What follows belongs to an exercise in optimizing a design on an open flow for small area, a short achievable clock period and few clock cycles per item; a production flow would make more cautious choices.
Function was checked by simulation only, so behaviour that the tests miss may differ from the original.
Power is estimated from default activity; no workload was simulated.

== build 71 ==
## linear
module linear (
	clk,
	rst,
	start,
	ready,
	done,
	p__arg0_0_0,
	p__arg0_0_1,
	p__arg0_0_10,
	p__arg0_0_2,
	p__arg0_0_3,
	p__arg0_0_4,
	p__arg0_0_5,
	p__arg0_0_6,
	p__arg0_0_7,
	p__arg0_0_8,
	p__arg0_0_9,
	p___constant_11x11xf32_0_0,
	p___constant_11x11xf32_0_1,
	p___constant_11x11xf32_0_10,
	p___constant_11x11xf32_0_2,
	p___constant_11x11xf32_0_3,
	p___constant_11x11xf32_0_4,
	p___constant_11x11xf32_0_5,
	p___constant_11x11xf32_0_6,
	p___constant_11x11xf32_0_7,
	p___constant_11x11xf32_0_8,
	p___constant_11x11xf32_0_9,
	p___constant_11x11xf32_10_0,
	p___constant_11x11xf32_10_1,
	p___constant_11x11xf32_10_10,
	p___constant_11x11xf32_10_2,
	p___constant_11x11xf32_10_3,
	p___constant_11x11xf32_10_4,
	p___constant_11x11xf32_10_5,
	p___constant_11x11xf32_10_6,
	p___constant_11x11xf32_10_7,
	p___constant_11x11xf32_10_8,
	p___constant_11x11xf32_10_9,
	p___constant_11x11xf32_1_0,
	p___constant_11x11xf32_1_1,
	p___constant_11x11xf32_1_10,
	p___constant_11x11xf32_1_2,
	p___constant_11x11xf32_1_3,
	p___constant_11x11xf32_1_4,
	p___constant_11x11xf32_1_5,
	p___constant_11x11xf32_1_6,
	p___constant_11x11xf32_1_7,
	p___constant_11x11xf32_1_8,
	p___constant_11x11xf32_1_9,
	p___constant_11x11xf32_2_0,
  ...
Size: ~9200 cells after synthesis, about 58000 µm² of cells after synthesis.
export LEC_CHECK = 0
export ABC_AREA = 1
export CAP_MARGIN = 30
export CORE_AREA = 5 5 535 535
export DIE_AREA = 0 0 540 540
export PLACE_DENSITY = 0.8
export SETUP_SLACK_MARGIN = 5
export SLEW_MARGIN = 30
export TNS_END_PERCENT = 100
create_clock -name core_clock -period 8.0 [get_ports {clk}]
standard.sh (not shown) runs the stock make flow with config.mk's settings and CLKGATE_MAP_FILE= SYNTH_SCRIPT=/design/flow/synth_recipe.tcl, a recipe that flattens the netlist after the stock synthesis.
==> flow/flow/run.sh <==
#!/bin/bash
# The standard layout, with the port buffers made of the smallest buffer
# cell (sky130_fd_sc_hd__buf_1) instead of the one buffer_ports picks itself.
set -euo pipefail
export BUFFER_PORTS_ARGS="-buffer_cell sky130_fd_sc_hd__buf_1"
bash standard.sh > standard_flow.log 2>&1
Testbench counts of build 71, summed over its fixed seeds: cycles 29,600, items 800.
The inputs of build 64 differ from those of build 71 as listed below.
# build 71
export LEC_CHECK = 0
export ABC_AREA = 1
export CAP_MARGIN = 30
export CORE_AREA = 5 5 535 535
export DIE_AREA = 0 0 540 540
export PLACE_DENSITY = 0.8
export SETUP_SLACK_MARGIN = 5
export SLEW_MARGIN = 30
export TNS_END_PERCENT = 100
create_clock -name core_clock -period 8.0 [get_ports {clk}]
# build 64
export LEC_CHECK = 0
export CAP_MARGIN = 10
export CORE_AREA = 5 5 555 555
export DIE_AREA = 0 0 560 560
export PLACE_DENSITY = 0.8
export SETUP_SLACK_MARGIN = 5
export SLEW_MARGIN = 10
export TNS_END_PERCENT = 100
create_clock -name core_clock -period 8.0 [get_ports {clk}]
==> results.txt <==
[build 64] final area fell 530 µm² relative to build 71. Looking at largest family of logic cells by synthesized area, the compound AO/OA/AOI/OAI gates result is from build 64; the simple AND/OR/NAND/NOR gates one comes from build 71. Average cell area after synthesis (higher): build 64. Build 64 reports its end of the critical path as am1[8]$_DFF_P_ while build 71 reports mm2[6]$_DFF_P_. When build 64 is measured against build 71, its placement row count turns out 8 higher.
Inputs modified between build 64 and build 9:
# build 64
export LEC_CHECK = 0
export CAP_MARGIN = 10
export CORE_AREA = 5 5 555 555
export DIE_AREA = 0 0 560 560
export PLACE_DENSITY = 0.8
export SETUP_SLACK_MARGIN = 5
export SLEW_MARGIN = 10
export TNS_END_PERCENT = 100
create_clock -name core_clock -period 8.0 [get_ports {clk}]
# build 9
export LEC_CHECK = 0
export ABC_AREA = 1
export CAP_MARGIN = 30
export CORE_AREA = 5 5 555 555
export DIE_AREA = 0 0 560 560
export PLACE_DENSITY = 0.7
export SETUP_SLACK_MARGIN = 5
export SLEW_MARGIN = 30
export TNS_END_PERCENT = 100
create_clock -name core_clock -period 8.0 [get_ports {clk}]
Via count of the first global-routing pass was higher in build 9 than in build 64.
Power consumed by sequential cells | build 9 below build 64
Sort build 64 and build 9 by maximum fanout along the worst path, descending, and build 9 comes first.
From build 64 to build 9 the numbers moved as follows: smallest setup slack after layout went up by 0.63 ns; power density over the cells went up by about 9%.
Build 64 vs build 9, cell with the biggest individual delay on the critical path: sky130_fd_sc_hd__mux2_2 vs sky130_fd_sc_hd__a221oi_4
Here is what was changed in the inputs of build 12 compared with build 9.
# build 9
export LEC_CHECK = 0
export ABC_AREA = 1
export CAP_MARGIN = 30
export CORE_AREA = 5 5 555 555
export DIE_AREA = 0 0 560 560
export PLACE_DENSITY = 0.7
export SETUP_SLACK_MARGIN = 5
export SLEW_MARGIN = 30
export TNS_END_PERCENT = 100
create_clock -name core_clock -period 8.0 [get_ports {clk}]
# build 12
export LEC_CHECK = 0
export ABC_AREA = 1
export CAP_MARGIN = 10
export CORE_AREA = 5 5 535 535
export DIE_AREA = 0 0 540 540
export PLACE_DENSITY = 0.8
export SETUP_SLACK_MARGIN = 5
export SLEW_MARGIN = 10
export TNS_END_PERCENT = 100
create_clock -name core_clock -period 8.0 [get_ports {clk}]
Findings:
Number of optimization iterations in the first detailed-route pass is lower on build 9. Endpoint of the most critical setup path = mm4[7]$_DFF_P_: build 12; endpoint of the most critical setup path = wr1[4]$_DFF_P_: build 9. Changes observed in build 12 relative to build 9: area growth from synthesis to final layout went down, portion of total power attributed to the clock network moved down, logic depth of the worst setup path including buffers rose 7, layout buffering overhead excluding clock cells held steady.

==> re-timing with driven ports <==
No port has a modelled driver above. Below, the same layouts with a new extraction and two added sets of constraints. Step 1: set_driving_cell puts a clkbuf_16 on clk and a buf_2 on each other input, an assumption about the parent block. Step 2 times the ports against the registers' clock, not the clock port: input delays grow and output delays shrink by t, the midpoint of the rising clock arrivals with the driver on. Three values: ideal ports, drivers, drivers and shift; two values: the first two.
run	t, ns	setup WS [ns]	cell pins on the clock port's net
build 71	0.820	4.776 / 4.776 / 4.277	1
build 64	0.770	4.098 / 4.098 / 4.098	1
build 9	0.842	4.730 / 4.730 / 3.981	1
build 12	0.845	4.756 / 4.756 / 4.371	1
After both steps every run listed still meets setup and hold. The setup slack of build 9, which loses most, moves by 0.000 ns with the drivers and by -0.749 ns with both steps.
